Source: an optimization exercise on an open RTL-to-GDS flow (aim: small area, a short achievable clock period and few clock cycles). Production flows keep margins and buffers that such runs may drop.
The RTL was checked by simulation tests, not by an equivalence proof against the original design.

**flow/flow/run.sh**
```bash
#!/bin/bash
# The standard layout, with these changes:
# - synthesis leaves adders to ABC as plain gates instead of mapping them
#   to the full/half-adder cells;
# - each port gets a buf_2 as its buffer.
set -euo pipefail
here=$(pwd)
mkdir -p scripts
for f in "$FLOW_HOME"/scripts/*; do ln -sf "$f" scripts/; done
rm -f scripts/abc_area.script
cp flow/abc_area.script scripts/abc_area.script
bash standard.sh ADDER_MAP_FILE= SCRIPTS_DIR="$here/scripts" "BUFFER_PORTS_ARGS=-buffer_cell sky130_fd_sc_hd__buf_2" finish > flow_make.log 2>&1
```
**flow/flow/abc_area.script**
```
strash
balance -l
resub -K 6 -l
rewrite -l
resub -K 6 -N 2 -l
refactor -l
resub -K 8 -l
balance -l
resub -K 8 -N 2 -l
rewrite -l
resub -K 10 -l
rewrite -z -l
resub -K 10 -N 2 -l
balance -l
resub -K 12 -l
refactor -z -l
resub -K 12 -N 2 -l
rewrite -z -l
balance -l
balance -l
resub -K 6 -l
rewrite -l
resub -K 6 -N 2 -l
refactor -l
resub -K 8 -l
balance -l
resub -K 8 -N 2 -l
rewrite -l
resub -K 10 -l
rewrite -z -l
resub -K 10 -N 2 -l
balance -l
resub -K 12 -l
refactor -z -l
resub -K 12 -N 2 -l
rewrite -z -l
balance -l
dch
map -B 0.9
topo
stime -c
buffer -c
upsize -c
dnsize -c
```
**flow/standard.sh**
```bash
#!/bin/bash
# synth_recipe.tcl (not shown) runs the flow's synth.tcl, then flattens the netlist and writes it again
# the make line also repeats each setting of config.mk as NAME=value (left out here)
make -C /OpenROAD-flow-scripts/flow DESIGN_CONFIG=/design/flow/config.mk WORK_HOME=/design/flow/orfs CLKGATE_MAP_FILE= SYNTH_SCRIPT=/design/flow/synth_recipe.tcl "${@:-finish}"
```
**flow/config.mk**
```make
export PLATFORM = sky130hd
export DESIGN_NAME = vendingMachine
export DESIGN_NICKNAME = vendingMachine
export VERILOG_FILES = /design/flow/design.v
export SDC_FILE = /design/flow/constraint.sdc
export NUM_CORES = 4
export LEC_CHECK = 0
export ABC_AREA = 1
export CAP_MARGIN = 20
export CORE_MARGIN = 2
export CORE_UTILIZATION = 40
export SLEW_MARGIN = 20
```
**flow/constraint.sdc**
```tcl
create_clock -name core_clock -period 6.0 [get_ports {clk}]
set_input_delay 1.2000 -clock core_clock [delete_from_list [all_inputs] [get_ports {clk}]]
set_output_delay 1.2000 -clock core_clock [all_outputs]
set_load 0.01 [all_outputs]
```
**flow/design.v**
```verilog
module vendingMachine(
   clk,
   reset,
   coinInA,
   coinInB,
   coinInC,
   coinInD,
   itemTypeIn,
   itemNumberIn,
   forceIn,
   coinOutA,
   coinOutB,
   coinOutC,
   coinOutD,
   itemTypeOut,
   itemNumberOut,
   serviceTypeOut
);
input          clk;
input          reset;
input  [5:0]   coinInA;
input  [5:0]   coinInB;
input  [5:0]   coinInC;
input  [5:0]   coinInD;
input  [1:0]   itemTypeIn;
input  [2:0]   itemNumberIn;
input          forceIn;
output [5:0]   coinOutA;
output [5:0]   coinOutB;
output [5:0]   coinOutC;
output [5:0]   coinOutD;
output [1:0]   itemTypeOut;
output [2:0]   itemNumberOut;
output [1:0]   serviceTypeOut;
reg            busy;              
reg            first;             
reg    [5:0]   countA, countB, countC, countD;   
reg    [9:0]   s5;                
reg    [2:0]   r;                 
reg    [2:0]   num;               
reg    [1:0]   typ;
reg            frc;
function [4:0] cost5;             
   input [1:0] t;
   case (t)
      2'd0: cost5 = 5'd3;
      2'd1: cost5 = 5'd5;
      2'd2: cost5 = 5'd15;
      default: cost5 = 5'd20;
   endcase
endfunction
wire [3:0]  dq;                   
wire [2:0]  r0;                   
assign dq[0] = (~coinInD[4] & ~coinInD[3] & coinInD[2] & coinInD[0]) | (~coinInD[4] & ~coinInD[3] & coinInD[2] & coinInD[1]) | (~coinInD[5] & ~coinInD[4] & coinInD[3] & ~coinInD[2] & ~coinInD[1]) | (~coinInD[4] & coinInD[2] & coinInD[1] & coinInD[0]) | (~coinInD[5] & coinInD[4] & coinInD[3] & coinInD[2] & ~coinInD[1]) | (coinInD[5] & ~coinInD[4] & ~coinInD[3] & coinInD[1] & coinInD[0]) | (coinInD[5] & ~coinInD[4] & ~coinInD[3] & coinInD[2]) | (coinInD[5] & ~coinInD[4] & coinInD[2] & coinInD[0]) | (coinInD[5] & ~coinInD[4] & coinInD[2] & coinInD[1]) | (coinInD[5] & ~coinInD[3] & coinInD[2] & coinInD[1] & coinInD[0]) | (coinInD[4] & coinInD[3] & ~coinInD[2] & coinInD[1]) | (~coinInD[5] & coinInD[4] & ~coinInD[3] & ~coinInD[2]) | (coinInD[5] & coinInD[4] & ~coinInD[2] & ~coinInD[1]) | (~coinInD[5] & coinInD[4] & ~coinInD[2] & coinInD[0]);
assign dq[1] = (~coinInD[5] & ~coinInD[4] & coinInD[3] & coinInD[1]) | (~coinInD[5] & ~coinInD[4] & coinInD[3] & coinInD[2]) | (~coinInD[5] & coinInD[4] & ~coinInD[3] & ~coinInD[2]) | (~coinInD[5] & coinInD[3] & coinInD[2] & coinInD[1]) | (coinInD[5] & ~coinInD[4] & ~coinInD[3]) | (coinInD[5] & ~coinInD[3] & coinInD[2]) | (coinInD[5] & coinInD[4] & coinInD[3] & ~coinInD[2]) | (coinInD[5] & ~coinInD[3] & coinInD[1]);
assign dq[2] = (~coinInD[5] & coinInD[4] & coinInD[2]) | (~coinInD[5] & coinInD[4] & coinInD[3]) | (coinInD[5] & ~coinInD[4] & ~coinInD[3]) | (coinInD[4] & coinInD[3] & coinInD[2]);
assign dq[3] = (coinInD[5] & coinInD[3]) | (coinInD[5] & coinInD[4]);
assign r0[0] = (~coinInD[4] & ~coinInD[3] & coinInD[2] & coinInD[1] & ~coinInD[0]) | (~coinInD[5] & ~coinInD[4] & coinInD[3] & ~coinInD[2] & ~coinInD[1] & ~coinInD[0]) | (~coinInD[5] & ~coinInD[4] & coinInD[3] & coinInD[2] & ~coinInD[1] & coinInD[0]) | (~coinInD[5] & coinInD[4] & coinInD[3] & coinInD[2] & ~coinInD[1] & ~coinInD[0]) | (coinInD[5] & ~coinInD[4] & ~coinInD[3] & coinInD[2] & ~coinInD[0]) | (coinInD[5] & ~coinInD[4] & coinInD[2] & coinInD[1] & ~coinInD[0]) | (coinInD[5] & coinInD[4] & ~coinInD[3] & ~coinInD[2] & coinInD[1] & coinInD[0]) | (~coinInD[5] & ~coinInD[4] & ~coinInD[3] & ~coinInD[2] & coinInD[0]) | (coinInD[4] & ~coinInD[3] & ~coinInD[2] & ~coinInD[1] & ~coinInD[0]) | (coinInD[5] & ~coinInD[4] & coinInD[3] & ~coinInD[2] & coinInD[0]) | (coinInD[4] & coinInD[3] & coinInD[2] & coinInD[1] & coinInD[0]) | (~coinInD[5] & coinInD[4] & ~coinInD[3] & coinInD[2] & coinInD[0]) | (coinInD[5] & coinInD[4] & coinInD[3] & ~coinInD[2] & ~coinInD[0]) | (~coinInD[5] & coinInD[4] & ~coinInD[2] & coinInD[1] & ~coinInD[0]) | (coinInD[5] & coinInD[4] & coinInD[2] & ~coinInD[1] & coinInD[0]) | (~coinInD[4] & ~coinInD[3] & ~coinInD[2] & ~coinInD[1] & coinInD[0]) | (~coinInD[5] & ~coinInD[4] & ~coinInD[2] & coinInD[1] & coinInD[0]);
assign r0[1] = (~coinInD[5] & ~coinInD[4] & coinInD[3] & ~coinInD[1] & ~coinInD[0]) | (~coinInD[5] & ~coinInD[4] & coinInD[3] & coinInD[2] & ~coinInD[1]) | (~coinInD[5] & coinInD[4] & ~coinInD[3] & ~coinInD[2] & ~coinInD[1] & coinInD[0]) | (~coinInD[5] & coinInD[4] & coinInD[3] & ~coinInD[2] & coinInD[1] & coinInD[0]) | (~coinInD[5] & coinInD[3] & coinInD[2] & ~coinInD[1] & ~coinInD[0]) | (coinInD[5] & ~coinInD[4] & ~coinInD[3] & coinInD[2] & coinInD[1] & ~coinInD[0]) | (coinInD[5] & coinInD[4] & coinInD[3] & ~coinInD[2] & ~coinInD[1] & coinInD[0]) | (coinInD[5] & coinInD[3] & ~coinInD[2] & coinInD[1] & ~coinInD[0]) | (~coinInD[5] & ~coinInD[4] & ~coinInD[3] & coinInD[1] & coinInD[0]) | (coinInD[5] & coinInD[4] & ~coinInD[3] & ~coinInD[1] & ~coinInD[0]) | (~coinInD[5] & ~coinInD[3] & ~coinInD[2] & coinInD[1] & ~coinInD[0]) | (coinInD[5] & coinInD[3] & coinInD[2] & coinInD[1] & coinInD[0]) | (coinInD[5] & ~coinInD[3] & coinInD[2] & ~coinInD[1] & coinInD[0]) | (coinInD[5] & ~coinInD[4] & ~coinInD[3] & ~coinInD[2] & ~coinInD[1]) | (~coinInD[5] & coinInD[4] & ~coinInD[3] & coinInD[2] & coinInD[1]) | (coinInD[5] & coinInD[4] & coinInD[3] & coinInD[1] & ~coinInD[0]) | (coinInD[5] & ~coinInD[4] & coinInD[3] & coinInD[1] & coinInD[0]);
assign r0[2] = (coinInD[5] & ~coinInD[4] & ~coinInD[3] & ~coinInD[2] & coinInD[1] & ~coinInD[0]) | (~coinInD[5] & ~coinInD[4] & ~coinInD[3] & coinInD[2] & ~coinInD[1] & ~coinInD[0]) | (coinInD[5] & ~coinInD[4] & ~coinInD[3] & coinInD[2] & coinInD[1] & coinInD[0]) | (~coinInD[5] & ~coinInD[4] & coinInD[3] & ~coinInD[2] & ~coinInD[1] & coinInD[0]) | (coinInD[5] & ~coinInD[4] & coinInD[3] & coinInD[2] & ~coinInD[1] & ~coinInD[0]) | (~coinInD[5] & ~coinInD[4] & coinInD[3] & coinInD[2] & coinInD[1] & ~coinInD[0]) | (coinInD[5] & coinInD[4] & ~coinInD[3] & ~coinInD[2] & ~coinInD[1] & coinInD[0]) | (~coinInD[5] & coinInD[4] & ~coinInD[3] & ~coinInD[2] & coinInD[1] & coinInD[0]) | (coinInD[5] & coinInD[4] & ~coinInD[3] & coinInD[2] & coinInD[1] & ~coinInD[0]) | (~coinInD[5] & coinInD[4] & coinInD[3] & ~coinInD[2] & ~coinInD[1] & ~coinInD[0]) | (coinInD[5] & coinInD[4] & coinInD[3] & ~coinInD[2] & coinInD[1] & coinInD[0]) | (~coinInD[5] & coinInD[4] & coinInD[3] & coinInD[2] & ~coinInD[1] & coinInD[0]);
wire [7:0]  kn;                   
assign kn[0] = (~itemTypeIn[1] & itemNumberIn[0]) | (~itemTypeIn[0] & itemNumberIn[0]);
assign kn[1] = (~itemTypeIn[0] & ~itemNumberIn[1] & itemNumberIn[0]) | (~itemTypeIn[1] & itemTypeIn[0] & itemNumberIn[1]) | (~itemTypeIn[0] & itemNumberIn[1] & ~itemNumberIn[0]);
assign kn[2] = (~itemTypeIn[0] & ~itemNumberIn[2] & itemNumberIn[1] & ~itemNumberIn[0]) | (~itemTypeIn[1] & ~itemTypeIn[0] & itemNumberIn[2] & itemNumberIn[0]) | (itemTypeIn[0] & ~itemNumberIn[2] & itemNumberIn[0]) | (~itemTypeIn[1] & itemTypeIn[0] & itemNumberIn[2] & ~itemNumberIn[0]) | (itemTypeIn[1] & ~itemNumberIn[2] & itemNumberIn[0]) | (~itemTypeIn[0] & itemNumberIn[2] & ~itemNumberIn[1] & ~itemNumberIn[0]) | (itemTypeIn[1] & itemTypeIn[0] & itemNumberIn[0]);
assign kn[3] = (~itemNumberIn[2] & itemNumberIn[1] & itemNumberIn[0]) | (~itemTypeIn[0] & itemNumberIn[2] & ~itemNumberIn[1]) | (~itemTypeIn[1] & itemNumberIn[2] & ~itemNumberIn[1] & itemNumberIn[0]) | (itemTypeIn[0] & itemNumberIn[1] & ~itemNumberIn[0]) | (itemTypeIn[1] & ~itemTypeIn[0] & itemNumberIn[0]) | (itemTypeIn[1] & itemNumberIn[1]);
assign kn[4] = (~itemTypeIn[1] & ~itemTypeIn[0] & itemNumberIn[2] & itemNumberIn[1]) | (~itemTypeIn[1] & itemTypeIn[0] & itemNumberIn[2] & ~itemNumberIn[1]) | (itemTypeIn[1] & ~itemTypeIn[0] & itemNumberIn[1] & ~itemNumberIn[0]) | (itemTypeIn[1] & itemNumberIn[2] & ~itemNumberIn[0]) | (itemTypeIn[1] & itemTypeIn[0] & ~itemNumberIn[2] & itemNumberIn[0]) | (itemNumberIn[2] & itemNumberIn[1] & ~itemNumberIn[0]);
assign kn[5] = (~itemTypeIn[1] & itemTypeIn[0] & itemNumberIn[2] & itemNumberIn[1] & itemNumberIn[0]) | (itemTypeIn[1] & ~itemTypeIn[0] & itemNumberIn[2] & ~itemNumberIn[1] & ~itemNumberIn[0]) | (itemTypeIn[1] & ~itemTypeIn[0] & itemNumberIn[1] & itemNumberIn[0]) | (itemTypeIn[1] & itemTypeIn[0] & itemNumberIn[2] & ~itemNumberIn[1] & itemNumberIn[0]) | (itemTypeIn[1] & itemTypeIn[0] & itemNumberIn[1] & ~itemNumberIn[0]) | (itemTypeIn[1] & ~itemNumberIn[2] & itemNumberIn[1] & itemNumberIn[0]);
assign kn[6] = (itemTypeIn[1] & ~itemTypeIn[0] & itemNumberIn[2] & itemNumberIn[0]) | (itemTypeIn[1] & itemTypeIn[0] & itemNumberIn[2] & ~itemNumberIn[1]) | (itemTypeIn[1] & itemNumberIn[2] & itemNumberIn[1] & ~itemNumberIn[0]);
assign kn[7] = (itemTypeIn[1] & itemTypeIn[0] & itemNumberIn[2] & itemNumberIn[1] & itemNumberIn[0]);
wire [9:0]  v5   = {coinInA, 3'b0} + {3'b0, coinInA, 1'b0} + {3'b0, coinInB, 1'b0}
                 + {4'b0, coinInC} + {6'b0, dq};
wire [10:0] ev   = {1'b0, busy ? s5 : v5} + (busy ? {6'b0, cost5(typ)} : ~{3'b0, kn})
                 + {10'b0, ~busy};
wire        enough = ~ev[10];
reg  [5:0]  ge;
reg  [7:0]  th [1:6];
integer j;
always @* begin
   for (j = 1; j < 7; j = j + 1) begin
      case (itemTypeIn)
         2'd0: th[j] = j * 3;
         2'd1: th[j] = j * 5;
         2'd2: th[j] = j * 15;
         default: th[j] = j * 20;
      endcase
      ge[j-1] = (v5[9:8] != 2'b0) | (v5[7:0] >= th[j]);
   end
end
wire [6:0]  e    = {ge[5], ge[5:1] ^ ge[4:0], ~ge[0]};
wire [2:0]  nf   = {e[4] | e[5] | e[6], e[2] | e[3] | e[6], e[1] | e[3] | e[5]};
reg  [4:0]  sF;
integer k;
always @* begin
   sF = e[0] ? v5[4:0] : 5'd0;
   for (k = 1; k < 7; k = k + 1)
      sF = sF | ({5{e[k]}} & (v5[4:0] - th[k][4:0]));
end
wire [9:0]  s50  = enough ? ev[9:0] : forceIn ? {5'b0, sF} : v5;
wire [2:0]  num0 = enough ? itemNumberIn : forceIn ? nf : 3'd0;
wire [5:0]  fs   = {2'b0, s5[3:0]} + {2'b0, s5[7:4]} + {4'b0, s5[9:8]};
wire [2:0]  sm5;
assign sm5[0] = (~fs[4] & ~fs[3] & ~fs[2] & fs[0]) | (~fs[4] & ~fs[3] & fs[2] & fs[1] & ~fs[0]) | (~fs[4] & fs[3] & ~fs[2] & ~fs[1] & ~fs[0]) | (~fs[4] & ~fs[2] & fs[1] & fs[0]) | (~fs[4] & fs[3] & fs[2] & ~fs[1] & fs[0]) | (fs[4] & ~fs[3] & ~fs[2] & ~fs[0]) | (fs[4] & ~fs[3] & fs[2] & fs[0]) | (fs[4] & ~fs[2] & fs[1] & ~fs[0]) | (fs[4] & fs[3] & fs[2] & ~fs[1] & ~fs[0]) | (fs[4] & fs[2] & fs[1] & fs[0]);
assign sm5[1] = (fs[5]) | (~fs[4] & fs[3] & ~fs[1] & ~fs[0]) | (~fs[4] & fs[3] & fs[2] & ~fs[1]) | (fs[4] & ~fs[3] & ~fs[2] & ~fs[1] & fs[0]) | (fs[4] & fs[3] & ~fs[2] & fs[1] & fs[0]) | (fs[3] & fs[2] & ~fs[1] & ~fs[0]) | (~fs[4] & ~fs[3] & ~fs[2] & fs[1]) | (fs[4] & ~fs[3] & fs[1] & ~fs[0]) | (~fs[3] & fs[2] & fs[1] & fs[0]);
assign sm5[2] = (~fs[4] & ~fs[3] & fs[2] & ~fs[1] & ~fs[0]) | (~fs[4] & fs[3] & ~fs[2] & ~fs[1] & fs[0]) | (~fs[4] & fs[3] & fs[2] & fs[1] & ~fs[0]) | (fs[4] & ~fs[3] & ~fs[2] & fs[1] & fs[0]) | (fs[4] & fs[3] & ~fs[2] & ~fs[1] & ~fs[0]) | (fs[4] & fs[3] & fs[2] & ~fs[1] & fs[0]);
wire        b    = s5[0];
wire [3:0]  y    = {1'b0, sm5} + ((sm5[0] ^ b) ? 4'd5 : 4'd0);
wire [2:0]  m    = y[3:1];
wire [7:0]  p77  = s5[7:0] + {s5[5:0], 2'b0} + {s5[4:0], 3'b0} + {s5[1:0], 6'b0};
wire [7:0]  y77;
assign y77[0] = (y[0]);
assign y77[1] = (y[1]);
assign y77[2] = (~y[2] & y[0]) | (y[2] & ~y[0]);
assign y77[3] = (~y[3] & ~y[2] & ~y[1] & y[0]) | (y[1] & ~y[0]) | (y[2] & y[1]) | (y[3] & ~y[0]);
assign y77[4] = (y[3] & y[0]) | (~y[2] & y[1] & ~y[0]) | (y[2] & ~y[1] & ~y[0]) | (y[2] & y[1] & y[0]);
assign y77[5] = (y[3]) | (~y[2] & y[1] & y[0]) | (y[2] & ~y[1] & ~y[0]);
assign y77[6] = (y[3] & ~y[0]) | (~y[3] & ~y[2] & y[0]) | (y[2] & y[1] & ~y[0]);
assign y77[7] = (~y[2] & y[1]) | (y[2] & ~y[1] & y[0]) | (y[1] & ~y[0]) | (y[3] & y[0]);
wire [7:0]  a2   = p77 - y77;
wire [6:0]  a    = a2[7:1];
wire [10:0] r1x  = {1'b0, s5} - {2'b0, countA, 3'b0} - {4'b0, countA, 1'b0};
wire        exA  = ~r1x[10] & (r1x[9:0] >= 10'd10);
wire        rbig = r1x[9:8] != 2'b0;                          
wire [7:0]  rr   = exA ? r1x[7:0] : {4'b0, y};
wire [7:0]  u0   = {1'b0, countB, 1'b0} + {2'b0, countC};
wire [5:0]  dmr  = countD - {3'b0, r};
wire        rok  = countD >= {3'b0, r};
wire [3:0]  dq5;
assign dq5[0] = (~dmr[4] & ~dmr[3] & dmr[2] & dmr[0]) | (~dmr[4] & ~dmr[3] & dmr[2] & dmr[1]) | (~dmr[5] & ~dmr[4] & dmr[3] & ~dmr[2] & ~dmr[1]) | (~dmr[4] & dmr[2] & dmr[1] & dmr[0]) | (~dmr[5] & dmr[4] & dmr[3] & dmr[2] & ~dmr[1]) | (dmr[5] & ~dmr[4] & ~dmr[3] & dmr[1] & dmr[0]) | (dmr[5] & ~dmr[4] & ~dmr[3] & dmr[2]) | (dmr[5] & ~dmr[4] & dmr[2] & dmr[0]) | (dmr[5] & ~dmr[4] & dmr[2] & dmr[1]) | (dmr[5] & ~dmr[3] & dmr[2] & dmr[1] & dmr[0]) | (dmr[4] & dmr[3] & ~dmr[2] & dmr[1]) | (~dmr[5] & dmr[4] & ~dmr[3] & ~dmr[2]) | (dmr[5] & dmr[4] & ~dmr[2] & ~dmr[1]) | (~dmr[5] & dmr[4] & ~dmr[2] & dmr[0]);
assign dq5[1] = (~dmr[5] & ~dmr[4] & dmr[3] & dmr[1]) | (~dmr[5] & ~dmr[4] & dmr[3] & dmr[2]) | (~dmr[5] & dmr[4] & ~dmr[3] & ~dmr[2]) | (~dmr[5] & dmr[3] & dmr[2] & dmr[1]) | (dmr[5] & ~dmr[4] & ~dmr[3]) | (dmr[5] & ~dmr[3] & dmr[2]) | (dmr[5] & dmr[4] & dmr[3] & ~dmr[2]) | (dmr[5] & ~dmr[3] & dmr[1]);
assign dq5[2] = (~dmr[5] & dmr[4] & dmr[2]) | (~dmr[5] & dmr[4] & dmr[3]) | (dmr[5] & ~dmr[4] & ~dmr[3]) | (dmr[4] & dmr[3] & dmr[2]);
assign dq5[3] = (dmr[5] & dmr[3]) | (dmr[5] & dmr[4]);
wire [7:0]  uq   = u0 + {4'b0, dq5};
wire        bA   = r1x[7:0] >= {1'b0, countB, 1'b0} + 8'd2;
wire        bN   = {4'b0, y} >= {1'b0, countB, 1'b0} + 8'd2;
wire        cA_  = r1x[7:0] > u0;
wire        cN   = {4'b0, y} > u0;
wire        qA   = r1x[7:0] <= uq;
wire        qN   = {4'b0, y} <= uq;
wire        exB  = exA ? bA : bN;
wire        c0   = b & (countC == 6'd0);                      
wire        exC  = exB ? (exA ? cA_ : cN) : c0;
wire        okq  = exB ? (exA ? qA & ~rbig : qN) : ~(c0 & (dq5 == 4'd0));
wire        ok   = rok & okq & (first | frc | (num == 3'd0));
wire [7:0]  e2   = rr - {1'b0, countB, 1'b0};                 
wire [3:0]  qlo  = rr[3:0] - u0[3:0];                         
wire [5:0]  kq   = {qlo, 2'b0} + {2'b0, qlo} + {3'b0, r};
wire [5:0]  kD   = ~exC ? {3'b0, r} : exB ? kq : {3'b0, r} + 6'd5;
wire [5:0]  kA   = exA ? countA : a[5:0];
wire [5:0]  kB   = exB ? countB : rr[6:1];
wire [5:0]  kC   = exC ? countC : exB ? e2[5:0] : {5'b0, b};
wire [6:0]  tA   = {1'b0, countA} + {1'b0, coinInA};
wire [6:0]  tB   = {1'b0, countB} + {1'b0, coinInB};
wire [6:0]  tC   = {1'b0, countC} + {1'b0, coinInC};
wire [6:0]  tD   = {1'b0, countD} + {1'b0, coinInD};
wire [5:0]  pA   = exA ? 6'd0 : countA - a[5:0];
wire [5:0]  pB   = exB ? 6'd0 : countB - rr[6:1];
wire [5:0]  pC   = exC ? 6'd0 : countC - (exB ? e2[5:0] : {5'b0, b});
wire [5:0]  pD   = countD - kD;
wire [5:0]  nA   = busy ? pA : tA[6] ? 6'd63 : tA[5:0];
wire [5:0]  nB   = busy ? pB : tB[6] ? 6'd63 : tB[5:0];
wire [5:0]  nC   = busy ? pC : tC[6] ? 6'd63 : tC[5:0];
wire [5:0]  nD   = busy ? pD : tD[6] ? 6'd63 : tD[5:0];
always @(posedge clk) begin
   if (!reset) begin
      busy   <= 1'b0;
      countA <= 6'd5;
      countB <= 6'd30;
      countC <= 6'd10;
      countD <= 6'd20;
   end
   else if (!busy) begin
      if (itemNumberIn != 3'd0) begin
         busy   <= 1'b1;
         first  <= 1'b1;
         countA <= nA;
         countB <= nB;
         countC <= nC;
         countD <= nD;
         s5     <= s50;
         r      <= r0;
         num    <= num0;
         typ    <= itemTypeIn;
         frc    <= forceIn;
      end
   end
   else if (ok) begin
      busy   <= 1'b0;
      countA <= nA;
      countB <= nB;
      countC <= nC;
      countD <= nD;
   end
   else begin
      first  <= 1'b0;
      num    <= num - 3'd1;
      s5     <= ev[9:0];
   end
end
assign coinOutA       = kA;
assign coinOutB       = kB;
assign coinOutC       = kC;
assign coinOutD       = kD;
assign itemTypeOut    = typ;
assign itemNumberOut  = num;
assign serviceTypeOut = !busy ? 2'b01 : ok ? 2'b00 : 2'b10;
endmodule
```
==> results of run 1 <==
## placed cells by master (no fill, tap or decap), types with 8 or more instances in the layout
| cell type | netlist | final |
|---|---|---|
| xor2_1 | 49 | 48 |
| o21ai_1 | 31 | 31 |
| buf_2 | 14 | 62 |
| o211ai_1 | 13 | 13 |
| nand3_1 | 158 | 148 |
| nand4_1 | 19 | 19 |
| nand3_2 | 21 | 28 |
| buf_4 | 11 | 30 |
| a31oi_1 | 8 | 8 |
| inv_1 | 209 | 208 |
| o22ai_1 | 11 | 11 |
| nor3_1 | 17 | 17 |
| nand2_1 | 596 | 588 |
| dfxtp_1 | 25 | 23 |
| or2_2 | 13 | 13 |
| nand2_2 | 49 | 56 |
| xnor2_1 | 23 | 23 |
| inv_2 | 43 | 42 |
| o21ai_0 | 114 | 114 |
| o31ai_1 | 11 | 11 |
| nor2_1 | 145 | 144 |
| edfxtp_1 | 20 | 20 |
| nand3b_1 | 9 | 9 |
| a21oi_1 | 83 | 83 |
## what timing repair did
item / CTS / global route
gates resized for setup: 0 / 33
hold buffers: 0 / 0
setup endpoints to repair: 0 / 10
setup buffers: 0 / 16
## synthesized netlist by cell type (all sizes together), types with 8 or more instances
master  instances  share of area, %
nand2         651                27
edfxtp         20               6.1
o21ai         153               8.2
a21oi          89               4.9
clkbuf         14              0.54
inv           254               9.8
buf            33               2.4
nor2          156               6.5
o211ai         13               1.0
nor3           18              0.97
nand3b          9              0.69
o31ai          11              0.85
xnor2          23               2.1
nand3         180                10
a31oi           8              0.51
o22ai          11              0.70
nand4          19               1.2
dfxtp          25               5.1
xor2           54               5.2
or2            26               1.8
## metrics by stage
stage | std cells | util [%] | cell area (um2) | hold slack (ns)
finish | 2198 | 44.3 | 10700 | 0.603
global route | 2196 | 44.3 | 10700 | 0.608
CTS | 2179 | 43.3 | 10500 | 0.603
detailed placement | 2171 | 42.6 | 10300 | 0.592
global placement | 2171 | 42.6 | 10300 | 0.585
floorplan | 1818 | - | 9770 | 0.529
## final cells by class
| class | instances | area (um2) | share of cell area (%) |
|---|---|---|---|
| clock buffers | 6 | 139 | 1.30 |
| diodes | 3 | 7.51 | 0.0701 |
| repair buffers | 92 | 536 | 5.00 |
| well taps | 324 | 405 | 3.78 |
| multi-input cells | 1468 | 7530 | 70.3 |
| clock inverters | 2 | 15.0 | 0.140 |
| inverters | 258 | 978 | 9.13 |
| flip-flops and latches | 45 | 1100 | 10.3 |
## logic make-up (layout without fill, tap and decap cells)
family | after synthesis | count (layout) | share of synthesized area, %
and+or+nand+nor | 1064 | 1064 | 48.7
AOI/OAI and AO/OA | 325 | 325 | 19.7
buffers and inverters | 305 | 358 | 12.9
xor gates and xnor gates | 77 | 77 | 7.29
DFF | 45 | 45 | 11.3
adders and majority gates | 1 | 1 | 0.102
muxes | 1 | 1 | 0.115
other | 0 | 3 | 0
## state kept, by name (all words and copies together) (netlist names)
register / flops
busy: 1
typ: 2
num: 3
r: 3
countD: 6
frc: 1
countC: 6
countB: 6
s5: 10
first: 1
countA: 6
## layer usage
layer	vias to the layer above	share of wire, %	global-route usage [%]
li1	6016	-	-
met1	5320	46	34.1
met2	350	46	42.3
met3	57	5.7	1.77
met4	0	2.5	7.78
met5	-	0	0
## worst paths after layout
check,startpoint,to
worst min-delay path,countA[1],countA[1]
worst max-delay path,s5[1],coinOutD[5]
worst min register to register,countA[1],countA[1]
worst max register to register,r[1],countC[5]
## critical path, delay by kind of cell (launching register included)
family | cells | cell delay (ns)
AOI/OAI and AO/OA | 3 | 0.54
buffers and inverters | 5 | 0.53
and+or+nand+nor | 26 | 2.44
DFF | 1 | 0.60
==> flow_summary_export.csv, run 1 <==
group,metric,value,unit
timing,report.final.setup_viol,0,
cells_and_area,final_nets,1902,
setup_path,worstSetupPathType,"flop to primary output",
min_path,hold_path.class,"flop to flop",
cells_and_area,drive_gt1_share,16.0,%
setup_path,cp.required,4.80,ns
die,die-area,0.0257,mm2
timing,fmax,0.179,GHz
yosys,synth-edff-count,20,
die,chipWidth,160,um
routing,drt_iter0_drc,984,
setup_path,worstPathArrival,4.39,ns
routing,ant_nets,0,
yosys,async_reset_ff_share,0,%
routing,wirelength,32.8,mm
yosys,ys_ff_latch,45,
setup_path,slowest_delay,0.60,ns
global_route,grt_pass1_vias,10600,
timing,hold_viol_final,0,
flow_run,cap_violations,0,
setup_path,cp-start-kind,"flop",
placement,gp_congestion,0.970,
yosys,yosys.cell_types.count,67,
routing,post_drt_wl_per_cell,14.9,um
die,initial_core_util,40.4,%
min_path,whs_path_depth,2,
die,dieHeight,160,um
placement,io_buffers,62,
routing,dr.pass1.iters,5,
timing,min_period,5.59,ns
setup_path,cp_common_cell,"nand2_1",
global_route,antenna_found_initial,2,
setup_path,cp_max_fo,8,
global_route,grt_pass1_wl,52.9,mm
global_route,grt-ovfl-total,0,
global_route,grtUsageTotal,25.1,%
yosys,syn_area,0.00977,mm2
yosys,synth_ff_type,"dfxtp_1",
status,run_status,"timing/DRC/antenna clean",
timing,fin_skew,0.0154,ns
die,rows,57,
routing,dr_total_vias,11700,
timing,relSlewSlack,59.3,%
setup_path,worst-r2r-cell-count,41,
cells_and_area,fillers,2669,
timing,tns,0,ns
timing,finalMaxSlewViolations,0,
yosys,yosysWarnings,2,
timing,tightestPinTransition,0.605,ns
yosys,synth_nets,1850,
setup_path,slowest_stage,"edfxtp_1",
cells_and_area,area_growth_syn_to_layout,9.70,%
timing,setup_ws,0.408,ns
placement,dp_hpwl,26.9,mm
die,core-area,0.0242,mm2
setup_path,reg2reg_slack,1.21,ns
cts,cts_tree,"done",
placement,place_ws,0.450,ns
timing,fin_crit_sh,93.2,%
cts,clk_pin_slew,0.07,ns
yosys,syn_avg_cell_area,5.37,um2
yosys,synthCells,1818,
global_route,grt_max_degree,32,
cts,cts_root_buf,"clkbuf_16",
routing,viasPerCell,5.34,
yosys,seq_area_frac_synth,11.3,%
cts,cts_inserted_buffers,5,
die,ioPinCount,63,
setup_path,worstSetupEndpointType,"primary output",
cts,clockBufferDepth,2,
cts,h-tree-depth,2,
cts,clock-sinks,45,
routing,post-route-drc-count,0,
cts,clk_latency,0.30,ns
Testbench counts, summed over its fixed seeds: cycles 15,992.
==> run 2, diff against run 1 <==
==> flow/flow/abc_area.script (replaced) <==
strash
&get -n
&deepsyn -J 5 -S 1
&put
balance
balance -l
resub -K 6 -l
rewrite -l
resub -K 6 -N 2 -l
refactor -l
resub -K 8 -l
balance -l
resub -K 8 -N 2 -l
rewrite -l
resub -K 10 -l
rewrite -z -l
resub -K 10 -N 2 -l
balance -l
resub -K 12 -l
refactor -z -l
resub -K 12 -N 2 -l
rewrite -z -l
balance -l
dch
map -B 0.9
topo
stime -c
buffer -c
upsize -c
dnsize -c
==> run 2 against run 1 <==
  * Still clean on timing, DRC and antenna
  * First-iteration DRC count shrank 4.8%
  * Synthesized area down 8.2%
  * Sequential share of layout area rose by 1.1 points
  * Clock skew shrank 0.0051 ns
  * Via count decreased by 11%
  * Worst hold slack worse by 0.0045 ns
  * Wire length down 8.2%
  * Critical endpoint is now coinOutC[5]
  * Largest cell class unchanged
  * Highest routed layer is now met5
==> flow_summary_export.csv, run 2 <==
group,metric,value,unit
status,run_status,"timing/DRC/antenna clean",
yosys,synth_ff_type,"dfxtp_1",
setup_path,worstSetupEndpointType,"primary output",
setup_path,reg2reg_slack,0.96,ns
routing,post-route-drc-count,0,
yosys,yosys.area_share.simple,46.5,%
routing,drt_iter0_drc,937,
timing,fin_skew,0.0103,ns
cells_and_area,mostFrequentLayoutCells,"514 x nand2_1, 195 x inv_1, 135 x nor2_1",
die,dieHeight,154,um
timing,fin_crit_sh,93.1,%
setup_path,cp_common_cell,"nand2_1",
yosys,syn_area,0.00896,mm2
timing,hold_viol_final,0,
timing,min_period,5.58,ns
yosys,yosysWarnings,2,
cts,cts_inserted_buffers,5,
min_path,whs_path_depth,2,
min_path,min_to,"countD[2]",
yosys,async_reset_ff_share,0,%
setup_path,slowest_delay,0.54,ns
yosys,synthCells,1627,
placement,gp_congestion,0.965,
yosys,synth_top_family_by_area,"simple AND/OR/NAND/NOR gates",
yosys,ys_ff_latch,45,
die,core-area,0.0219,mm2
global_route,grt_pass1_vias,9235,
setup_path,cp_top_family,"simple AND/OR/NAND/NOR gates",
setup_path,rr_startpoint,"r[1]",
cells_and_area,mostFrequentLayoutCell,"nand2_1",
yosys,synth_common_cells,"516 x nand2_1, 196 x inv_1, 136 x nor2_1",
routing,m1WireLength,13.7,mm
cts,clockBufferDepth,2,
yosys,seq_area_frac_synth,12.3,%
yosys,synth_nets,1659,
yosys,synth_top_area_cell,"nand2_1",
routing,wirelength,30.1,mm
timing,report.final.setup_viol,0,
yosys,yosys.cell_types.count,69,
cells_and_area,area_growth_syn_to_layout,8.32,%
global_route,antenna_found_initial,2,
routing,ant_nets,0,
setup_path,cp.required,4.80,ns
yosys,synthMuxAreaShare,0,%
yosys,synth-edff-count,20,
yosys,synth_area_leaders,"nand2_1 22%, inv_1 8.2%, edfxtp_1 6.7%",
global_route,grt-ovfl-total,0,
cells_and_area,finish.utilization,44.4,%
yosys,synth_compound_gate_area_share,18.9,%
die,chipWidth,154,um
timing,fmax,0.179,GHz
cells_and_area,drive_gt1_share,14.9,%
cts,cts_root_buf,"clkbuf_16",
yosys,synth_xor_area_share,9.66,%
routing,dr.pass1.iters,5,
flow_run,cap_violations,0,
timing,relSlewSlack,35.5,%
min_path,hold_path.class,"flop to flop",
timing,setup_ws,0.416,ns
timing,tns,0,ns
timing,tightestPinTransition,0.964,ns
min_path,hp-start,"countD[2]",
routing,wl_met3,1.83,mm
die,ioPinCount,63,
routing,post_drt_wl_per_cell,15.4,um
global_route,grt_max_degree,46,
cells_and_area,antenna_cells,0,
cts,h-tree-depth,2,
cts,cts_tree,"done",
cells_and_area,largest_reg_flops,10,
global_route,grt_pass1_wl,47.9,mm
setup_path,reg2reg_to,"countB[4]",
placement,place_ws,0.398,ns
setup_path,cp_num_buf_inv,4,
die,die-area,0.0236,mm2
routing,viasPerCell,5.34,
setup_path,worst-r2r-cell-count,37,
timing,finalMaxSlewViolations,0,
yosys,synthAdderAreaFrac,0.335,%
cts,clock-sinks,45,
placement,dp_hpwl,24.6,mm
yosys,syn_avg_cell_area,5.51,um2
routing,dr_total_vias,10400,
routing,wl_met2,13.8,mm
cells_and_area,final_nets,1703,
setup_path,cp_max_fo,16,
placement,io_buffers,62,
yosys,yosysMostFrequentCell,"nand2_1",
cts,cts_hold_buf,0,
setup_path,slowest_stage,"edfxtp_1",
timing,rsz0062_at_grt,"yes",
setup_path,worstSetupPathType,"flop to primary output",
cts,clk_pin_slew,0.07,ns
setup_path,worstPathArrival,4.38,ns
die,rows,54,
cts,clk_latency,0.30,ns
setup_path,startpoint,"s5[2]",
setup_path,cp-start-kind,"flop",
cells_and_area,largest-register,"s5",
yosys,yosysTopAreaCellShare,21.6,%
global_route,grtUsageTotal,24.8,%
routing,routed.top_layer,"met5",
die,initial_core_util,41.0,%
run 2: changes by cell type after synthesis, moves of 9 or more:
cell     delta
inv_2      -14
a21oi_1    -32
o21ai_0    -10
o21ai_1    +15
nand3_1    -38
nor2_1      -9
nand2_1    -80
inv_1      -13
run 2: layer usage:
layer  up-vias  GRT usage (%)
li1       5351              -
met1      4656           33.8
met2       356           41.1
met3        60           2.68
met4         4           7.99
met5         -              0
run 2: through the flow:
stage / hold slack [ns] / cells / area [um2]
3_5_place_dp: 0.588 / 1933 / 9460
3_3_place_gp: 0.576 / 1933 / 9460
5_1_grt: 0.629 / 1952 / 9710
4_1_cts: 0.597 / 1941 / 9600
2_1_floorplan: 0.524 / 1627 / 8960
6_report: 0.598 / 1952 / 9710
run 2: timing repair:
item | in CTS | in global routing
setup buffers | 0 | 11
gates resized for setup | 0 | 7
setup endpoints to repair | 0 | 10
run 2: how the worst max path moves through the flow:
stage                        end  depth (start not counted)
2_1_floorplan              s5[1]                         34
3_5_place_dp               s5[7]                         35
3_3_place_gp               s5[7]                         35
4_1_cts              coinOutD[3]                         32
6_report             coinOutC[5]                         29
5_1_grt        serviceTypeOut[1]                         38
run 2: cells by family after synthesis:
family | count (synthesis)
DFF | 45
xor gates and xnor gates | 92
buffers and inverters | 275
AOI/OAI and AO/OA | 285
and+or+nand+nor | 927
adders and majority gates | 3
run 2: worst register-to-register path: cells and delay by family, from the launching register on:
| family | cells | cell delay [ns] |
|---|---|---|
| AO/OA/AOI/OAI | 4 | 0.86 |
| AND/OR/NAND/NOR | 28 | 3.16 |
| flip-flops | 1 | 0.42 |
| XOR/XNOR | 1 | 0.21 |
| buffers and inverters | 4 | 0.26 |
run 2: layout make-up:
type                       instances  area (um2)
inverter                         231         875
timing repair buffer              81         453
clock buffer                       5         125
tap                              280         350
fill                            2458       12200
multi-input combinational       1307        6790
sequential                        45        1100
clock inverter                     3        17.5
==> run 3, diff against run 2 <==
--- a/flow/config.mk
+++ b/flow/config.mk
@@ -10,3 +10,4 @@
 export CORE_MARGIN = 2
 export CORE_UTILIZATION = 40
+export PLACE_DENSITY = 0.8
 export SLEW_MARGIN = 20
==> run 3 against run 2 <==
  * Still clean on timing, DRC and antenna
  * Worst setup slack worse by 0.050 ns
  * Count of clock-buffer cells in the layout stayed put
  * Maximum frequency is 0.89% lower
  * Synthesized cell count stayed put
  * Wire length is 2.3% lower
  * First-iteration DRC count is 6.3% lower
  * Synthesized area stayed put
  * Utilization hardly changed
  * Non-clock buffer count is 2 higher
  * Highest routed layer is now met4
==> flow_summary_export.csv, run 3 <==
group,metric,value,unit
setup_path,reg2reg_slack,1.03,ns
timing,setup_ws,0.366,ns
timing,finalMaxSlewViolations,0,
timing,hold_viol_final,0,
routing,viasPerCell,5.43,
die,rows,54,
cts,clk_pin_slew,0.06,ns
die,ioPinCount,63,
setup_path,cp.required,4.80,ns
setup_path,worstSetupEndpointType,"primary output",
routing,post-route-drc-count,0,
yosys,yosysWarnings,2,
setup_path,cp_top_family,"simple AND/OR/NAND/NOR gates",
yosys,synth_area_leaders,"nand2_1 22%, inv_1 8.2%, edfxtp_1 6.7%",
min_path,hold_path.class,"flop to flop",
timing,fin_skew,0.00293,ns
setup_path,cp_common_cell,"nand2_1",
yosys,async_reset_ff_share,0,%
cells_and_area,area_growth_syn_to_layout,8.40,%
yosys,yosysMostFrequentCell,"nand2_1",
die,core-area,0.0219,mm2
timing,fin_crit_sh,93.9,%
cells_and_area,largest-register,"s5",
setup_path,worst-r2r-cell-count,40,
timing,fmax,0.177,GHz
yosys,synth_nets,1659,
yosys,yosysTopAreaCellShare,21.6,%
cells_and_area,fin_cells,1954,
setup_path,startpoint,"s5[2]",
yosys,synth_top_area_cell,"nand2_1",
timing,min_period,5.63,ns
setup_path,slowest_stage,"edfxtp_1",
yosys,syn_avg_cell_area,5.51,um2
yosys,syn_area,0.00896,mm2
cts,clockBufferDepth,2,
yosys,synth_ff_type,"dfxtp_1",
cts,cts_inserted_buffers,5,
timing,relSlewSlack,50.4,%
cells_and_area,mostFrequentLayoutCells,"516 x nand2_1, 196 x inv_1, 136 x nor2_1",
routing,wirelength,29.4,mm
yosys,synthCells,1627,
setup_path,worstSetupPathType,"flop to primary output",
setup_path,reg2reg_to,"countC[1]",
cts,cts_hold_buf,0,
cts,clk_latency,0.29,ns
setup_path,cp-start-kind,"flop",
global_route,antenna_found_initial,0,
yosys,yosys.cell_types.count,69,
global_route,grt_max_degree,28,
placement,place_ws,0.396,ns
cells_and_area,finish.utilization,44.4,%
routing,drt_iter0_drc,878,
global_route,grtUsageTotal,24.0,%
placement,dpl.cell_count,1937,
yosys,seq_area_frac_synth,12.3,%
die,chipWidth,154,um
timing,report.final.setup_viol,0,
flow_run,cap_violations,0,
setup_path,slowest_delay,0.52,ns
timing,tightestPinTransition,0.742,ns
cells_and_area,mostFrequentLayoutCell,"nand2_1",
routing,ant_nets,0,
yosys,synth_common_cells,"516 x nand2_1, 196 x inv_1, 136 x nor2_1",
cells_and_area,antenna_cells,0,
placement,dp_hpwl,24.1,mm
status,run_status,"timing/DRC/antenna clean",
die,dieHeight,154,um
global_route,grt-ovfl-total,0,
routing,dr_total_vias,10600,
cts,h-tree-depth,2,
cells_and_area,largest_reg_flops,10,
routing,post_drt_wl_per_cell,15.0,um
min_path,hp-start,"countD[2]",
die,die-area,0.0236,mm2
placement,io_buffers,62,
cells_and_area,final_nets,1705,
setup_path,cp_num_buf_inv,7,
setup_path,cp_max_fo,16,
cts,cts_root_buf,"clkbuf_16",
global_route,grt_pass1_vias,9621,
cts,clock-sinks,45,
die,initial_core_util,41.0,%
cells_and_area,drive_gt1_share,14.8,%
min_path,whs_path_depth,2,
routing,dr.pass1.iters,7,
setup_path,rr_startpoint,"r[1]",
min_path,min_to,"countD[2]",
yosys,ys_ff_latch,45,
cts,cts_tree,"done",
yosys,synth-edff-count,20,
setup_path,worstPathArrival,4.43,ns
timing,tns,0,ns
placement,gp_congestion,1.02,
global_route,grt_pass1_wl,47.0,mm
[run 3: cell counts after synthesis]
Identical to the previous run, type by type.
[run 3: worst max path at each step]
stage | end | cells past startpoint
3_5_place_dp | s5[1] | 37
5_1_grt | coinOutA[5] | 32
6_report | coinOutC[2] | 25
3_3_place_gp | s5[0] | 31
2_1_floorplan | s5[1] | 34
4_1_cts | coinOutD[3] | 25
[run 3: logic make-up (layout without fill, tap and decap cells)]
kind of cell / after synthesis / in the layout / synth area share, %
XOR/XNOR: 92 / 92 / 9.66
flip-flops: 45 / 45 / 12.3
AO/OA/AOI/OAI: 285 / 285 / 18.9
buffers and inverters: 275 / 322 / 12.3
AND/OR/NAND/NOR: 927 / 927 / 46.5
adder cells (fa/ha/maj): 3 / 3 / 0.335
[run 3: layer usage]
| layer | up-vias | part of all wire, % | GRT usage [%] |
|---|---|---|---|
| li1 | 5353 | - | - |
| met1 | 4726 | 44 | 32.6 |
| met2 | 455 | 45 | 39.5 |
| met3 | 70 | 7.5 | 1.92 |
| met4 | 0 | 3.4 | 9.17 |
| met5 | - | 0 | 0 |
[run 3: metrics by stage]
step	cell area (um2)	hold slack [ns]
finish	9720	0.587
detailed placement	9490	0.575
CTS	9630	0.582
global placement	9490	0.565
floorplan	8960	0.524
global route	9720	0.637
[run 3: cell type report]
cell class / instances / area, um2
Inverter: 231 / 875
Multi-Input combinational cell: 1307 / 6770
Clock buffer: 5 / 125
Sequential cell: 45 / 1100
Fill cell: 2409 / 12200
Timing Repair Buffer: 83 / 472
Clock inverter: 3 / 21.3
Tap cell: 280 / 350
[run 3: timing repair]
item,CTS,global route
endpoints found under the setup margin,0,9
resized for setup,0,4
buffers inserted,0,9
[run 3: worst register-to-register path, delay by kind of cell (launching register included)]
kind            cells  cell delay, ns
buf+inv             6            0.38
xor+xnor            1            0.18
compound gates      4            0.74
simple gates       29            3.08
flops               1            0.45
==> run 4, diff against run 3 <==
--- a/flow/config.mk
+++ b/flow/config.mk
@@ -10,4 +10,4 @@
 export CORE_MARGIN = 2
 export CORE_UTILIZATION = 40
-export PLACE_DENSITY = 0.8
+export GPL_TIMING_DRIVEN = 0
 export SLEW_MARGIN = 20
==> run 4 against run 3 <==
  * Synthesized cell count stayed put
  * Utilization grew 1.0 points
  * Critical path depth is 8 higher
  * Clock skew rose by 0.0053 ns
  * Register-to-register slack better by 0.25 ns
  * Non-clock buffer count increased by 28
  * Die area unchanged
  * Critical path type unchanged
  * Highest routed layer is now met5
==> flow_summary_export.csv, run 4 <==
group,metric,value,unit
status,run_status,"timing/DRC/antenna clean",
yosys,synthCells,1627,
timing,hold_viol_final,0,
global_route,grt_pass1_wl,48.1,mm
routing,dr_total_vias,10600,
yosys,seq_area_frac_synth,12.3,%
global_route,use_met2,41.8,%
yosys,synth_nets,1659,
timing,relSlewSlack,38.4,%
min_path,hold_path.class,"flop to flop",
setup_path,worstSetupEndpointType,"primary output",
setup_path,cp_common_cell,"nand3_2",
global_route,antenna_found_initial,1,
cells_and_area,mostFrequentLayoutCell,"nand2_1",
cells_and_area,fillers,2438,
routing,viasPerCell,5.33,
timing,finalMaxSlewViolations,0,
cts,clk_pin_slew,0.07,ns
placement,gp_congestion,0.935,
yosys,ys_ff_latch,45,
global_route,busiest_layer,"met2",
cts,h-tree-depth,2,
yosys,syn_area,0.00896,mm2
timing,fin_skew,0.00822,ns
cells_and_area,largest_reg_flops,10,
global_route,grt_pass1_vias,9429,
routing,post_drt_wl_per_cell,15.2,um
timing,min_period,5.60,ns
cts,cts_root_buf,"clkbuf_16",
die,die-area,0.0236,mm2
setup_path,cp.required,4.80,ns
timing,tns,0,ns
yosys,yosys.cell_types.count,69,
yosys,async_reset_ff_share,0,%
global_route,grt_use_met1,34.3,%
die,dieHeight,154,um
yosys,synthMuxAreaShare,0,%
min_path,hp-start,"countD[2]",
setup_path,worstSetupPathType,"flop to primary output",
setup_path,slowest_stage,"edfxtp_1",
die,core-area,0.0219,mm2
routing,wirelength,30.1,mm
die,chipWidth,154,um
global_route,use_met3,2.76,%
global_route,grt_max_degree,14,
yosys,synth_area_leaders,"nand2_1 22%, inv_1 8.2%, edfxtp_1 6.7%",
cells_and_area,finish.utilization,45.4,%
yosys,syn_avg_cell_area,5.51,um2
cells_and_area,final_cell_area,0.00995,mm2
die,initial_core_util,41.0,%
timing,rsz0062_at_grt,"yes",
setup_path,rr_startpoint,"countB[1]",
cts,clockBufferDepth,2,
setup_path,slowest_delay,0.57,ns
setup_path,cp_num_buf_inv,8,
cells_and_area,multi_input_area,0.00685,mm2
yosys,synth_common_cells,"516 x nand2_1, 196 x inv_1, 136 x nor2_1",
yosys,synth_top_area_cell,"nand2_1",
placement,io_buffers,59,
yosys,synth_xor_area_share,9.66,%
timing,fin_crit_sh,93.3,%
die,rows,54,
timing,fmax,0.179,GHz
yosys,yosysTopAreaCellShare,21.6,%
placement,dp_hpwl,24.7,mm
yosys,yosysWarnings,2,
setup_path,worstPathArrival,4.40,ns
setup_path,cp_top_family,"simple AND/OR/NAND/NOR gates",
setup_path,cp-start-kind,"flop",
cells_and_area,largest-register,"s5",
cells_and_area,drive_gt1_share,15.7,%
global_route,grt-ovfl-total,0,
yosys,synth-edff-count,20,
routing,drt_iter0_drc,713,
flow_run,cap_violations,0,
cells_and_area,mostFrequentLayoutCells,"512 x nand2_1, 195 x inv_1, 135 x nor2_1",
routing,post-route-drc-count,0,
setup_path,startpoint,"s5[3]",
yosys,synth_ff_type,"dfxtp_1",
die,ioPinCount,63,
global_route,grtUsageTotal,25.0,%
cts,cts_inserted_buffers,5,
yosys,synthAdderAreaFrac,0.335,%
placement,dpl_cell_area,0.00963,mm2
cells_and_area,ff_latch_area,0.00110,mm2
routing,ant_nets,0,
setup_path,cp_max_fo,6,
yosys,synth_top_family_by_area,"simple AND/OR/NAND/NOR gates",
yosys,yosys.area_share.simple,46.5,%
cells_and_area,area_growth_syn_to_layout,11.0,%
timing,whs,0.596,ns
routing,dr.pass1.iters,8,
timing,tightestPinTransition,0.924,ns
cts,clk_latency,0.29,ns
yosys,synth_compound_gate_area_share,18.9,%
cts,cts_tree,"done",
cells_and_area,fin_cells,1983,
yosys,yosysMostFrequentCell,"nand2_1",
cts,clock-sinks,45,
timing,report.final.setup_viol,0,
cells_and_area,final_nets,1733,
placement,dpl.cell_count,1967,
cts,cts_hold_buf,0,
## run 4: changes by cell type in the layout (fill, tap and decap cells not counted), sizes merged
cell / delta
buf: +8
bufinv: +1
clkbuf: +22
clkinv: -1
clkinvlp: -1
diode: +1
inv: -1
## run 4: routing by layer
layer / part of all wire, % / routed length (um) / vias to the layer above
li1: - / - / 5412
met1: 45 / 13600 / 4765
met2: 45 / 13600 / 346
met3: 6.7 / 2030 / 54
met4: 2.6 / 769 / 2
met5: 0.023 / 7 / -
## run 4: path summary, 6_finish.rpt
check	end	slack [ns]	cells past startpoint
setup / recovery	coinOutD[5]	0.40	33
hold reg to reg	countD[2]	0.60	2
setup reg to reg	countD[5]	1.28	32
hold / removal	countD[2]	0.60	2
## run 4: worst reg2reg max path, delay by kind of cell (launching register included)
kind,cells,cell delay (ns)
xor+xnor,1,0.41
simple gates,19,1.78
buf+inv,3,0.63
compound gates,9,1.48
flops,1,0.31
## run 4: cell type report
cell class                      instances  share of cell area [%]
Antenna cell                            1                  0.0252
Buffer                                 44                    2.34
Clock buffer                            7                    1.43
Clock inverter                          1                   0.302
Inverter                              231                    8.79
Multi-Input combinational cell       1307                    68.9
Sequential cell                        45                    11.1
Tap cell                              280                    3.52
Timing Repair Buffer                   67                    3.61
## run 4: stage by stage
stage / setup slack [ns]
after floorplan: 1.24
after global placement: 0.0278
after detailed placement: 0.270
after CTS: 0.232
after global routing: -0.0331
final: 0.403
## run 4: repair_timing
item	CTS	global route
gates resized for setup	0	24
buffers inserted	0	7
setup endpoints to repair	0	8
## run 4: logic make-up (layout without fill, tap and decap cells)
family,Yosys count,in the layout
and+or+nand+nor,927,927
AOI/OAI and AO/OA,285,285
buffers and inverters,275,350
xor gates and xnor gates,92,92
DFF,45,45
adders and majority gates,3,3
other,0,1
==> run 5, diff against run 4 <==
--- a/flow/flow/abc_area.script
+++ b/flow/flow/abc_area.script
@@ -1,3 +1,25 @@
 strash
+&get -n
+&deepsyn -J 5 -S 1
+&put
+balance
+balance -l
+resub -K 6 -l
+rewrite -l
+resub -K 6 -N 2 -l
+refactor -l
+resub -K 8 -l
+balance -l
+resub -K 8 -N 2 -l
+rewrite -l
+resub -K 10 -l
+rewrite -z -l
+resub -K 10 -N 2 -l
+balance -l
+resub -K 12 -l
+refactor -z -l
+resub -K 12 -N 2 -l
+rewrite -z -l
+balance -l
 &get -n
 &deepsyn -J 5 -S 1
--- a/flow/config.mk
+++ b/flow/config.mk
@@ -10,4 +10,3 @@
 export CORE_MARGIN = 2
 export CORE_UTILIZATION = 40
-export GPL_TIMING_DRIVEN = 0
 export SLEW_MARGIN = 20
==> run 5 against run 4 <==
  * Count of clock-buffer cells in the layout decreased by 2
  * First-iteration DRC count increased by 7.3%
  * Global-route usage decreased by 0.60 points
  * Register-to-register slack got worse by 0.37 ns
  * Utilization rose by 1.9 points
  * Wire length is 0.69% lower
  * Via count down 3.6%
  * Maximum frequency is 4.5% lower
  * Worst hold slack lost 0.017 ns
  * Highest routed layer is now met4
==> flow_summary_export.csv, run 5 <==
group,metric,value,unit
status,run_status,"timing/DRC/antenna clean",
yosys,synth_area_leaders,"nand2_1 20%, inv_1 7.8%, o21ai_0 7.3%",
setup_path,cp_num_buf_inv,2,
setup_path,worstPathArrival,4.66,ns
timing,fin_skew,0.00792,ns
placement,dp_hpwl,24.4,mm
global_route,grtUsageTotal,24.4,%
cells_and_area,area_growth_syn_to_layout,17.0,%
global_route,grt-ovfl-total,0,
min_path,hp-start,"countA[2]",
yosys,seq_area_frac_synth,12.6,%
cts,cts_inserted_buffers,5,
timing,hold_viol_final,0,
die,chipWidth,152,um
yosys,ys_ff_latch,45,
cells_and_area,antenna_cells,0,
setup_path,cp_top_family,"simple AND/OR/NAND/NOR gates",
cells_and_area,largest-register,"s5",
min_path,whs_path_depth,2,
global_route,grt_pass1_wl,46.4,mm
setup_path,cp.required,4.80,ns
cts,clock-sinks,45,
setup_path,worst-r2r-cell-count,44,
min_path,min_to,"countA[2]",
die,initial_core_util,40.5,%
routing,ant_nets,0,
yosys,yosysMostFrequentCell,"nand2_1",
setup_path,cp_common_cell,"nand2_2",
yosys,yosys.cell_types.count,67,
flow_run,cap_violations,0,
placement,io_buffers,62,
routing,dr.pass1.iters,7,
timing,report.final.setup_viol,0,
die,die-area,0.0231,mm2
yosys,yosysWarnings,2,
yosys,synth-edff-count,20,
placement,gp_congestion,0.966,
cells_and_area,drive_gt1_share,20.8,%
yosys,async_reset_ff_share,0,%
setup_path,cp_max_fo,5,
yosys,synthCells,1547,
die,dieHeight,152,um
routing,drt_iter0_drc,765,
cells_and_area,mostFrequentLayoutCells,"422 x nand2_1, 179 x inv_1, 137 x nor2_1",
setup_path,worstSetupEndpointType,"primary output",
setup_path,slowest_delay,0.51,ns
global_route,grt_pass1_vias,8767,
placement,dpl.cell_count,1873,
cts,cts_tree,"done",
routing,viasPerCell,5.32,
yosys,synth_nets,1579,
yosys,syn_avg_cell_area,5.65,um2
setup_path,reg2reg_to,"countD[4]",
yosys,synth_ff_type,"dfxtp_1",
setup_path,cp-start-kind,"flop",
routing,post-route-drc-count,0,
cts,clockBufferDepth,2,
timing,fin_crit_sh,97.7,%
cts,clk_pin_slew,0.07,ns
cells_and_area,finish.utilization,47.3,%
cells_and_area,final_nets,1669,
die,core-area,0.0216,mm2
setup_path,path_depth,36,
die,rows,54,
timing,finalMaxSlewViolations,0,
cts,clk_latency,0.29,ns
cells_and_area,mostFrequentLayoutCell,"nand2_1",
global_route,antenna_found_initial,0,
yosys,synth_top_area_cell,"nand2_1",
min_path,hold_path.class,"flop to flop",
timing,min_period,5.86,ns
timing,fmax,0.171,GHz
cells_and_area,fin_cells,1918,
setup_path,slowest_stage,"edfxtp_1",
cells_and_area,largest_reg_flops,10,
timing,relSlewSlack,59.4,%
yosys,yosysTopAreaCellShare,19.5,%
routing,dr_total_vias,10200,
die,ioPinCount,63,
timing,rsz0062_at_grt,"yes",
yosys,syn_area,0.00875,mm2
cts,h-tree-depth,2,
setup_path,worstSetupPathType,"flop to primary output",
setup_path,rr_startpoint,"s5[0]",
global_route,grt_max_degree,27,
cts,cts_root_buf,"clkbuf_16",
routing,wirelength,29.9,mm
routing,post_drt_wl_per_cell,15.6,um
setup_path,reg2reg_slack,0.91,ns
yosys,synth_common_cells,"455 x nand2_1, 182 x inv_1, 139 x nor2_1",
timing,tightestPinTransition,0.602,ns
run 5: worst max-delay path by stage:
stage | slack, ns | start | endpoint
after global placement | 0.25 | s5[4] | coinOutA[5]
after CTS | 0.03 | s5[8] | coinOutA[5]
after detailed placement | 0.23 | s5[4] | coinOutA[5]
after global routing | -0.13 | s5[0] | coinOutA[5]
after floorplan | 1.04 | s5[4] | coinOutA[5]
final | 0.14 | s5[0] | coinOutA[5]
run 5: per-layer routing:
metal  wire length [um]  track usage (%)  vias up
li1                   -                -     5205
met1              14200             36.2     4635
met2              13300             38.6      319
met3               1800             1.28       37
met4                543             6.19        0
met5                  0                0        -
run 5: worst register-to-register path: cells and delay by family (launching register included):
family,cells,cell delay [ns]
AND/OR/NAND/NOR,38,3.63
buffers and inverters,2,0.15
XOR/XNOR,1,0.27
AO/OA/AOI/OAI,3,0.46
flip-flops,1,0.51
run 5: area by class of cell:
class                   count  area [um2]
clock inverters             3        68.8
fillers                  2354       11400
multi-input cells        1256        7050
repair buffers            118         734
flip-flops and latches     45        1100
well taps                 280         350
clock buffers               5         125
inverters                 211         807
run 5: repair_timing:
action	in CTS	in global routing
resized for setup	1	95
endpoints found under the setup margin	1	10
cloned	0	1
setup buffers	2	34
hold buffers	0	0
pin swaps	0	41
run 5: logic make-up after synthesis:
family | Yosys count | synth area share [%]
xor+xnor | 92 | 10.0
fa+ha+maj | 3 | 0.343
compound gates | 310 | 20.5
buf+inv | 247 | 11.1
flops | 45 | 12.6
simple gates | 850 | 45.4
run 5: stage by stage:
step / setup TNS [ns] / hold WS (ns) / instance area [um2] / setup slack, ns
global placement: 0 / 0.569 / 9390 / 0.250
global route: -0.732 / 0.606 / 10200 / -0.134
detailed placement: 0 / 0.562 / 9390 / 0.231
finish: 0 / 0.579 / 10200 / 0.138
CTS: 0 / 0.572 / 9600 / 0.0303
floorplan: 0 / 0.494 / 8750 / 1.04
==> run 6, diff against run 5 <==
==> flow/flow/abc_area.script (replaced) <==
strash
&get -n
&deepsyn -J 5 -S 1
&put
balance
balance -l
resub -K 6 -l
rewrite -l
resub -K 6 -N 2 -l
refactor -l
resub -K 8 -l
balance -l
resub -K 8 -N 2 -l
rewrite -l
resub -K 10 -l
rewrite -z -l
resub -K 10 -N 2 -l
balance -l
resub -K 12 -l
refactor -z -l
resub -K 12 -N 2 -l
rewrite -z -l
balance -l
dch
map -B 0.9
map -B 0.9
topo
stime -c
buffer -c
upsize -c
dnsize -c
==> run 6 against run 5 <==
  * Worst hold slack lost 0.044 ns
  * Synthesized cell count grew 5.2%
  * Flip-flop and latch count is the same
  * Wire length grew 1.4%
  * Cell count grew 2.3%
  * Utilization shrank 2.6 points
  * Count of clock-buffer cells in the layout grew 1
  * Global-route usage grew 0.74 points
  * Die area grew 1.5%
==> flow_summary_export.csv, run 6 <==
group,metric,value,unit
status,run_status,"timing/DRC/antenna clean",
cts,cts_inserted_buffers,5,
setup_path,cp-start-kind,"flop",
setup_path,worst-r2r-cell-count,38,
timing,min_period,5.61,ns
routing,wirelength,30.3,mm
routing,ant_nets,0,
routing,dr_total_vias,10600,
cts,h-tree-depth,2,
setup_path,slowest_stage,"edfxtp_1",
die,core-area,0.0218,mm2
yosys,yosys.cell_types.count,65,
yosys,yosysMostFrequentCell,"nand2_1",
cells_and_area,largest-register,"s5",
global_route,grt_pass1_vias,9535,
routing,dr.pass1.iters,5,
placement,io_buffers,62,
timing,hold_viol_final,0,
min_path,min_to,"countA[5]",
yosys,yosysWarnings,2,
setup_path,rr_startpoint,"r[1]",
global_route,grt_pass1_wl,48.3,mm
yosys,synth_ff_type,"dfxtp_1",
yosys,synthCells,1628,
setup_path,worstSetupPathType,"flop to primary output",
setup_path,cp_max_fo,16,
cts,clockBufferDepth,2,
cells_and_area,mostFrequentLayoutCells,"544 x nand2_1, 213 x inv_1, 117 x nand3_1",
timing,report.final.setup_viol,0,
cells_and_area,mostFrequentLayoutCell,"nand2_1",
timing,fin_skew,0.0122,ns
setup_path,startpoint,"s5[2]",
flow_run,cap_violations,0,
setup_path,slowest_delay,0.49,ns
timing,relSlewSlack,54.3,%
yosys,synth_top_area_cell,"nand2_1",
yosys,seq_area_frac_synth,12.4,%
global_route,grtUsageTotal,25.1,%
die,chipWidth,153,um
cts,clk_pin_slew,0.07,ns
global_route,busiest_layer,"met2",
timing,fmax,0.178,GHz
yosys,synth_area_leaders,"nand2_1 23%, inv_1 9.0%, edfxtp_1 6.8%",
global_route,grt_use_met1,34.8,%
setup_path,reg2reg_slack,1.09,ns
cells_and_area,final_nets,1714,
routing,drt_iter0_drc,865,
timing,fin_crit_sh,93.5,%
die,ioPinCount,63,
min_path,whs_path_depth,2,
routing,viasPerCell,5.40,
yosys,syn_avg_cell_area,5.46,um2
min_path,hp-start,"countA[5]",
setup_path,reg2reg_to,"countB[1]",
cells_and_area,final_cell_area,0.00976,mm2
yosys,yosysTopAreaCellShare,23.1,%
cts,clk_latency,0.31,ns
timing,tightestPinTransition,0.685,ns
cells_and_area,largest_reg_flops,10,
min_path,hold_path.class,"flop to flop",
yosys,ys_ff_latch,45,
cts,cts_tree,"done",
cts,cts_root_buf,"clkbuf_16",
cells_and_area,drive_gt1_share,12.9,%
timing,tns,0,ns
run 6: metal layers:
metal	vias to the layer above	part of all wire (%)	wire length, um
met1	4767	45	13600
met2	398	45	13600
li1	5384	-	-
met4	0	2.3	703
met5	-	0	0
met3	61	7.6	2310
run 6: cell type report:
type	instances	area, um2
sequential	45	1110
clock buffer	6	139
clock inverter	2	12.5
multi-input combinational	1314	6800
inverter	234	886
fill	2386	12100
tap	280	350
timing repair buffer	82	460
run 6: cell families (layout without fill, tap and decap cells):
logic type | after synthesis | in the layout | synth area share [%]
AOI/OAI and AO/OA | 295 | 295 | 19.2
xor gates and xnor gates | 94 | 94 | 9.76
adders and majority gates | 6 | 6 | 0.676
buffers and inverters | 270 | 324 | 11.9
DFF | 45 | 45 | 12.4
muxes | 1 | 1 | 0.127
and+or+nand+nor | 917 | 918 | 45.9
run 6: worst max-delay path, delay by kind of cell (launching register included):
family,cells,cell delay (ns)
simple gates,20,2.24
compound gates,4,0.82
buf+inv,3,0.56
flops,1,0.49
run 6: what timing repair did:
action	4_1_cts	5_1_grt
endpoints found under the setup margin	0	8
buffers inserted	0	11
resized for setup	0	16
hold buffers	0	0
run 6: how the worst max path moves through the flow:
stage,end,slack (ns),cells after the start
2_1_floorplan,s5[1],1.23,31
3_3_place_gp,s5[1],0.36,35
3_5_place_dp,s5[1],0.29,36
4_1_cts,coinOutD[5],0.09,31
5_1_grt,serviceTypeOut[1],0.01,36
6_report,coinOutC[5],0.39,27
run 6: stage by stage:
step           cells  utilization, %  hold WS, ns  worst slack (ns)
6_report        1963            44.7        0.535             0.387
5_1_grt         1963            44.7        0.550            0.0137
4_1_cts         1951            43.9        0.527            0.0878
3_5_place_dp    1943            43.2        0.517             0.290
3_3_place_gp    1943            43.2        0.508             0.364
2_1_floorplan   1628               -        0.478              1.23

-- static timing again, ports no longer ideal --
In the flow no input, the clock included, has a driving cell. The finished layouts below were timed again as built, in two steps. Step 1 sets driving cells, clkbuf_16 on the clock port and buf_2 on the other inputs (assumed; they add their load-dependent delay and slew). Step 2, shift: input delay + t, output delay - t, t = (earliest + latest rising clock arrival at the registers) / 2. This alone moves slack from input paths to output paths. Three values: ideal, step 1, step 2; two values: the first two.
run	shift t [ns]	setup WS [ns]	worst hold slack (ns)
run 1	0.340	0.408 / 0.364 / 0.361	0.603 / 0.603 / 0.603
run 2	0.335	0.416 / 0.376 / 0.345	0.598 / 0.598 / 0.598
run 3	0.330	0.366 / 0.327 / 0.266	0.587 / 0.587 / 0.587
run 4	0.331	0.403 / 0.362 / 0.208	0.596 / 0.596 / 0.596
run 5	0.331	0.138 / 0.096 / 0.270	0.579 / 0.579 / 0.579
run 6	0.351	0.387 / 0.339 / 0.186	0.535 / 0.535 / 0.535
After both steps every run listed still meets setup and hold. For run 6, which loses most, drivers alone change the setup slack by -0.048 ns; drivers and shift together by -0.201 ns.
